What follows belongs to an exercise in optimizing a design on an open flow for small area and a short achievable clock period; a production flow would make more cautious choices.
At most, simulation tests tie the RTL to the original design; equivalence was not proved.
Power figures rest on the tool's default switching activity, not on a simulated workload.

== run A ==
// fifo
module fifo(
  input clk,rst,wr_en,rd_en,
  input [7:0] buf_in,
  output reg [7:0]buf_out,
  output reg buf_empty,buf_full,
  output reg [6:0] fifo_counter
);
  reg [7:0] buf_mem[63:0];
  reg [7:0] rsel_lo, rsel_hi;    
  wire wr_acc = wr_en & ~buf_full;
  wire rd_acc = rd_en & ~buf_empty;
  wire inc = wr_acc & ~rd_acc;
  wire dec = rd_acc & ~wr_acc;
  integer i;
  always @(posedge clk) begin
    if (wr_acc) begin
      buf_mem[0] <= buf_in;
      for (i = 1; i < 64; i = i + 1)
        buf_mem[i] <= buf_mem[i-1];
    end
  end
  reg [7:0] rd_data;
  integer j;
  always @* begin
    rd_data = 8'd0;
    for (j = 0; j < 64; j = j + 1)
      rd_data = rd_data | (buf_mem[j] & {8{rsel_hi[j/8] & rsel_lo[j%8]}});
  end
  always @(posedge clk or posedge rst) begin
    if (rst)
      buf_out <= 8'd0;
    else if (rd_acc)
      buf_out <= rd_data;
  end
  always @(posedge clk or posedge rst) begin
    if (rst) begin
      fifo_counter <= 7'd0;
      rsel_lo <= 8'h80;
      rsel_hi <= 8'h80;
      buf_empty <= 1'b1;
      buf_full <= 1'b0;
    end else begin
      if (inc) begin
        fifo_counter <= fifo_counter + 7'd1;
        rsel_lo <= {rsel_lo[6:0], rsel_lo[7]};
        if (rsel_lo[7]) rsel_hi <= {rsel_hi[6:0], rsel_hi[7]};
      end else if (dec) begin
        fifo_counter <= fifo_counter - 7'd1;
        rsel_lo <= {rsel_lo[0], rsel_lo[7:1]};
        if (rsel_lo[0]) rsel_hi <= {rsel_hi[0], rsel_hi[7:1]};
      end
      buf_full  <= buf_full ? ~rd_en : (fifo_counter == 7'd63) & wr_en & ~rd_en;
      buf_empty <= buf_empty ? ~wr_en : (fifo_counter == 7'd1) & rd_en & ~wr_en;
    end
  end
endmodule
export LEC_CHECK = 0
export CAP_MARGIN = 20
export CORE_MARGIN = 2
export CORE_UTILIZATION = 40
export CTS_BUF_LIST = sky130_fd_sc_hd__clkbuf_4 sky130_fd_sc_hd__clkbuf_8
export SETUP_SLACK_MARGIN = 1.4
export SLEW_MARGIN = 20
create_clock -name core_clock -period 3.3 [get_ports {clk}]
standard.sh (not shown) runs the stock make flow with config.mk's settings and CLKGATE_MAP_FILE= SYNTH_SCRIPT=/design/flow/synth_recipe.tcl, a recipe that flattens the netlist after the stock synthesis.
==> flow/flow/run.sh <==
#!/bin/bash
# Standard ORFS layout, with plain buffers on the ports and resizing not
# limited to each cell's footprint.
set -euo pipefail
bash standard.sh MATCH_CELL_FOOTPRINT=0 \
  "BUFFER_PORTS_ARGS=-buffer_cell sky130_fd_sc_hd__buf_4" \
  finish > flow.log 2>&1
Every stage of the flow completed for run A, and the final layout passed the timing, design-rule and antenna checks.
Here is what was changed in the inputs of run B compared with run A.
Settings: CTS_BUF_LIST: sky130_fd_sc_hd__clkbuf_4 sky130_fd_sc_hd__clkbuf_8 -> unset; SETUP_SLACK_MARGIN: 1.4 -> unset.
==> flow/run.sh (new file) <==
#!/bin/bash
# synth_recipe.tcl (not shown) runs the flow's synth.tcl, then flattens the netlist and writes it again
# the make line also repeats each setting of config.mk as NAME=value (left out here)
make -C /OpenROAD-flow-scripts/flow DESIGN_CONFIG=/design/flow/config.mk WORK_HOME=/design/flow/orfs CLKGATE_MAP_FILE= SYNTH_SCRIPT=/design/flow/synth_recipe.tcl finish
removed: flow/flow/run.sh
removed: flow/standard.sh
[summary]
For slew at the pin closest to its max-slew limit, run A and run B come out practically identical.
Run B: fmax is 73 MHz lower than what run A reported.
The core of run B is less densely filled than that of run A.
Setup changes, run B to run C
Settings: setting SETUP_SLACK_MARGIN to 1.4 for the first time.
==> flow/flow/run.sh (new file) <==
#!/bin/bash
# Standard ORFS layout, with plain buffers on the ports and resizing not
# limited to each cell's footprint.
set -euo pipefail
bash standard.sh MATCH_CELL_FOOTPRINT=0 \
  "BUFFER_PORTS_ARGS=-buffer_cell sky130_fd_sc_hd__buf_4" \
  finish > flow.log 2>&1
==> flow/standard.sh (new file) <==
#!/bin/bash
# synth_recipe.tcl (not shown) runs the flow's synth.tcl, then flattens the netlist and writes it again
# the make line also repeats each setting of config.mk as NAME=value (left out here)
make -C /OpenROAD-flow-scripts/flow DESIGN_CONFIG=/design/flow/config.mk WORK_HOME=/design/flow/orfs CLKGATE_MAP_FILE= SYNTH_SCRIPT=/design/flow/synth_recipe.tcl "${@:-finish}"
removed: flow/run.sh
Results
Run C ended with every stage complete and zero timing, DRC or antenna violations. Number of buffers created by CTS is higher on run C. Run C ended with more worst setup slack after layout than run B. In the metrics for run B and run C, the one carrying the lower path depth of the worst reg2reg path is run B. Run C ends up with a post-layout minimum cycle time that is 0.35 ns lower than in run B. Against run B, run C comes in about 11% higher on met3 wire length. Relative to run B, met3 usage increased by 0.81 points in run C. Run C reports its highest-delay cell along the critical path as sky130_fd_sc_hd__dfrtp_4 while run B reports sky130_fd_sc_hd__dfrtp_1. Run C vs run B: total design power up by a few percent. Relative to run B, highest cell delay on the worst timing path decreased by 0.21 ns in run C. Wire length deteriorates in run C relative to run B. On share of the final layout cell area in sequential cells, the higher figure sits with run B, not run C.
Edits applied to the flow inputs when going from run C to run D:
==> flow/run.sh (new file) <==
#!/bin/bash
# synth_recipe.tcl (not shown) runs the flow's synth.tcl, then flattens the netlist and writes it again
# the make line also repeats each setting of config.mk as NAME=value (left out here)
make -C /OpenROAD-flow-scripts/flow DESIGN_CONFIG=/design/flow/config.mk WORK_HOME=/design/flow/orfs CLKGATE_MAP_FILE= SYNTH_SCRIPT=/design/flow/synth_recipe.tcl finish
removed: flow/flow/run.sh
removed: flow/standard.sh
- Higher share of the clock period used by the worst path after layout was reported by run C, not run D.
- Run D reports a lower number of global-route vias before repair than run C does.
- | register-to-register slack | higher: run D |
- Status: routed wire length parity (run D, run C)
- Overall via count from detail_route delta (run D -> run C): insignificant
- Going from run C to run D, the number of stages on the worst setup path was found to have gone up by 1.
- Looking at the reports, run D completed the entire flow and the layout it produced met the timing, design-rule and antenna checks.
- Maximum frequency from static timing analysis ended up about 2% higher on run D than on run C.
What run E does differently from run D at the input level:
==> flow/flow/run.sh (new file) <==
#!/bin/bash
# Standard ORFS layout, with plain buffers on the ports, resizing not limited
# to each cell's footprint, and larger clock-tree sink clusters.
set -euo pipefail
bash standard.sh MATCH_CELL_FOOTPRINT=0 \
  "BUFFER_PORTS_ARGS=-buffer_cell sky130_fd_sc_hd__buf_4" \
  "CTS_ARGS=-sink_clustering_enable -repair_clock_nets -dont_use_dummy_load -sink_clustering_size 30 -sink_clustering_max_diameter 100" \
  finish > flow.log 2>&1
==> flow/standard.sh (new file) <==
#!/bin/bash
# synth_recipe.tcl (not shown) runs the flow's synth.tcl, then flattens the netlist and writes it again
# the make line also repeats each setting of config.mk as NAME=value (left out here)
make -C /OpenROAD-flow-scripts/flow DESIGN_CONFIG=/design/flow/config.mk WORK_HOME=/design/flow/orfs CLKGATE_MAP_FILE= SYNTH_SCRIPT=/design/flow/synth_recipe.tcl "${@:-finish}"
removed: flow/run.sh
Results
The higher met3 capacity usage during global routing of run E and run D is in run D.
Taking run D as the reference, in run E aggregate global-route resource usage lost 0.73 points; detailed-route wire length decreased about 4%; number of sequential storage elements flat; power fell by 2.6 mW.
Diff run D..run E | last weighted congestion value of the routability-driven placer | negligible
Against run D, time the final worst path needs with I/O delays and setup in run E came out worse.
Timing, DRC, antenna: 0 failures across run E and run D
Compared with run D, run E shows power share of the sequential group higher by 12 points.
No functional check of the RTL was part of any run of this note.

## pepper
The RTL this note starts from:
==> flow/design.v <==
module fifo(
  input clk,rst,wr_en,rd_en,
  input [7:0] buf_in,
  output reg [7:0]buf_out,
  output buf_empty,
  output reg buf_full,
  output reg [6:0] fifo_counter
);
  reg [7:0] buf_mem[63:0];
  reg [7:0] rsel_lo0, rsel_lo1;   
  reg not_empty;
  assign buf_empty = ~not_empty;
  wire wr_acc = wr_en & ~buf_full;
  wire rd_acc = rd_en & not_empty;
  wire inc = wr_acc & ~rd_acc;
  wire dec = rd_acc & ~wr_acc;
  integer i;
  always @(posedge clk) begin
    if (wr_acc) begin
      buf_mem[1] <= buf_in;
      for (i = 2; i < 64; i = i + 1)
        buf_mem[i] <= buf_mem[i-1];
      buf_mem[0] <= buf_mem[63];
    end
  end
  wire [7:0] rsel_hi;
  fifo_dec3 u_hi (.a(fifo_counter[5:3]), .y(rsel_hi));
  wire [7:0] out_next;
  wire rd_hold_n = ~rd_acc;
  genvar gg, kk, bb;
  generate
    for (bb = 0; bb < 8; bb = bb + 1) begin : g_bit
      wire [7:0] grp;   
      wire [7:0] n;     
      wire [3:0] m;
      wire [1:0] k;
      wire h;           
      for (gg = 0; gg < 8; gg = gg + 1) begin : g_grp
        wire [7:0] lo = (gg < 4) ? rsel_lo0 : rsel_lo1;
        fifo_sel8 u_s (
          .d({buf_mem[8*gg+7][bb], buf_mem[8*gg+6][bb], buf_mem[8*gg+5][bb], buf_mem[8*gg+4][bb],
              buf_mem[8*gg+3][bb], buf_mem[8*gg+2][bb], buf_mem[8*gg+1][bb], buf_mem[8*gg][bb]}),
          .s(lo), .y(grp[gg]));
        fifo_nand3 u_n (.a(grp[gg]), .b(rsel_hi[gg]), .c(rd_acc), .y(n[gg]));
      end
      for (kk = 0; kk < 4; kk = kk + 1) begin : g_m
        fifo_nand2 u_m (.a(n[2*kk]), .b(n[2*kk+1]), .y(m[kk]));
      end
      for (kk = 0; kk < 2; kk = kk + 1) begin : g_k
        fifo_nor2 u_k (.a(m[2*kk]), .b(m[2*kk+1]), .y(k[kk]));
      end
      fifo_nand2 u_h (.a(buf_out[bb]), .b(rd_hold_n), .y(h));
      fifo_nand3 u_o (.a(k[0]), .b(k[1]), .c(h), .y(out_next[bb]));
    end
  endgenerate
  always @(posedge clk or posedge rst) begin
    if (rst)
      buf_out <= 8'd0;
    else
      buf_out <= out_next;
  end
  wire [6:0] cnt_up = fifo_counter + 7'd1;
  wire [6:0] cnt_dn = fifo_counter - 7'd1;
  always @(posedge clk or posedge rst) begin
    if (rst) begin
      fifo_counter <= 7'd0;
      rsel_lo0 <= 8'h01;
      rsel_lo1 <= 8'h01;
      not_empty <= 1'b0;
      buf_full <= 1'b0;
    end else begin
      if (inc) begin
        fifo_counter <= cnt_up;
        rsel_lo0 <= {rsel_lo0[6:0], rsel_lo0[7]};
        rsel_lo1 <= {rsel_lo1[6:0], rsel_lo1[7]};
      end else if (dec) begin
        fifo_counter <= cnt_dn;
        rsel_lo0 <= {rsel_lo0[0], rsel_lo0[7:1]};
        rsel_lo1 <= {rsel_lo1[0], rsel_lo1[7:1]};
      end
      buf_full  <= buf_full ? ~rd_en : (fifo_counter == 7'd63) & wr_en & ~rd_en;
      not_empty <= not_empty ? ~((fifo_counter == 7'd1) & rd_en & ~wr_en) : wr_en;
    end
  end
endmodule
module fifo_dec3(
  input [2:0] a,
  output [7:0] y
);
  assign y = 8'd1 << a;
endmodule
module fifo_sel8(
  input [7:0] d,
  input [7:0] s,
  output y
);
  assign y = |(d & s);
endmodule
module fifo_nand2(input a, b, output y);
  assign y = ~(a & b);
endmodule
module fifo_nand3(input a, b, c, output y);
  assign y = ~(a & b & c);
endmodule
module fifo_nor2(input a, b, output y);
  assign y = ~(a | b);
endmodule
clock: 3.3 ns
lec_check: 0
cap_margin: 20
core_margin: 2
core_utilization: 40
setup_slack_margin: 1.4
slew_margin: 20
synth_hierarchical: 1
synth_minimum_keep_size: 0
==> flow/flow/run.sh <==
#!/bin/bash
# Standard ORFS layout, with plain buffers on the ports, resizing not limited
# to each cell's footprint, and larger clock-tree sink clusters.
set -euo pipefail
bash standard.sh MATCH_CELL_FOOTPRINT=0 \
  "BUFFER_PORTS_ARGS=-buffer_cell sky130_fd_sc_hd__buf_2" \
  "CTS_ARGS=-sink_clustering_enable -repair_clock_nets -dont_use_dummy_load -sink_clustering_size 30 -sink_clustering_max_diameter 100" \
  finish > flow.log 2>&1
Relative to pepper, the following input files were edited for violet:
Settings: SETUP_SLACK_MARGIN now 1.45, was 1.4.
--- a/flow/flow/run.sh
+++ b/flow/flow/run.sh
@@ -6 +6 @@
-  "BUFFER_PORTS_ARGS=-buffer_cell sky130_fd_sc_hd__buf_2" \
+  "BUFFER_PORTS_ARGS=-buffer_cell sky130_fd_sc_hd__buf_4" \
==> results.txt <==
The lower setup slack after placement of violet and pepper is in pepper. Looking at layout buffering overhead excluding clock cells, violet sits above pepper. violet vs. pepper: combinational cell fraction of total power went up by 0.5 points. Reported for violet and pepper, mapped cell area turned out identical to the last digit.
The inputs of xenon differ from those of violet as listed below.
Settings: changing SETUP_SLACK_MARGIN from 1.45 to 1.3.
--- outcome ---
xenon ended with more cell area power density than violet.
Compared with violet, xenon shows a higher clock period minus final worst setup slack.
Final design utilization: violet and xenon compared, lower one is xenon
xenon vs. violet: combinational group share of total power went down by 0.9 points.
Routed wire in xenon totals less than in violet.
violet → xenon: DRC marker count from the first detailed-route iteration picked up an extra 66; non-filler instance count after layout neither gained nor lost much; via count lost 50; proportion of power drawn by the clock network picked up an extra 0.2 points.
Between xenon and violet, it is xenon whose final worst-path cycle share is higher, by 6.4 points.
Compared with violet, xenon shows final net count that has gone down slightly.
#### Input delta (maple over xenon)
Settings: a change of SETUP_SLACK_MARGIN from 1.3 to 1.55.
Findings:
- The global-route met2 utilization on xenon is in line with that on maple.
- In summary, maple completed successfully, with a layout that passed the timing, design-rule and antenna checks.
- Post-route fraction of the period consumed by the critical path: maple < xenon
- The instance count on the critical path in maple sits 2 below the value recorded for xenon.
- Worst setup slack for maple: 0.20 ns up relative to xenon
- maple reports its slowest cell on the critical path as sky130_fd_sc_hd__dfrtp_2 while xenon reports sky130_fd_sc_hd__buf_16.

-- static timing again, ports no longer ideal --
No port has a modelled driver above. Below, the same layouts with a new extraction and two added sets of constraints.
Step 1 sets driving cells, clkbuf_16 on the clock port and buf_2 on the other inputs (assumed; they add their load-dependent delay and slew).
Step 2 adds t to the input delays and takes it off the output delays; t is the mean of the earliest and latest rising clock arrival at the registers after step 1. Input paths then give back, and output paths get back, about the clock's delay inside the block.
Three values: ideal ports, drivers, drivers and shift; two values: the first two.
| run | t, ns | setup slack, ns | clock arrival spread, ns |
|---|---|---|---|
| run A | 0.718 | 1.220 / 1.170 / 0.984 | 0.029 / 0.029 |
| run B | 0.634 | 0.850 / 0.850 / 0.492 | 0.028 / 0.028 |
| run C | 0.655 | 1.199 / 1.199 / 0.909 | 0.012 / 0.012 |
| run D | 0.629 | 1.242 / 1.242 / 0.739 | 0.026 / 0.025 |
| run E | 0.601 | 1.177 / 1.177 / 0.991 | 0.069 / 0.069 |
| pepper | 0.594 | 1.398 / 1.381 / 1.040 | 0.067 / 0.068 |
| violet | 0.582 | 1.481 / 1.429 / 1.247 | 0.067 / 0.067 |
| xenon | 0.590 | 1.272 / 1.272 / 0.952 | 0.065 / 0.065 |
| maple | 0.586 | 1.472 / 1.419 / 1.120 | 0.066 / 0.066 |
After both steps setup and hold are still met in every run listed. The setup slack of run D, which loses most, moves by 0.000 ns with the drivers and by -0.503 ns with both steps.
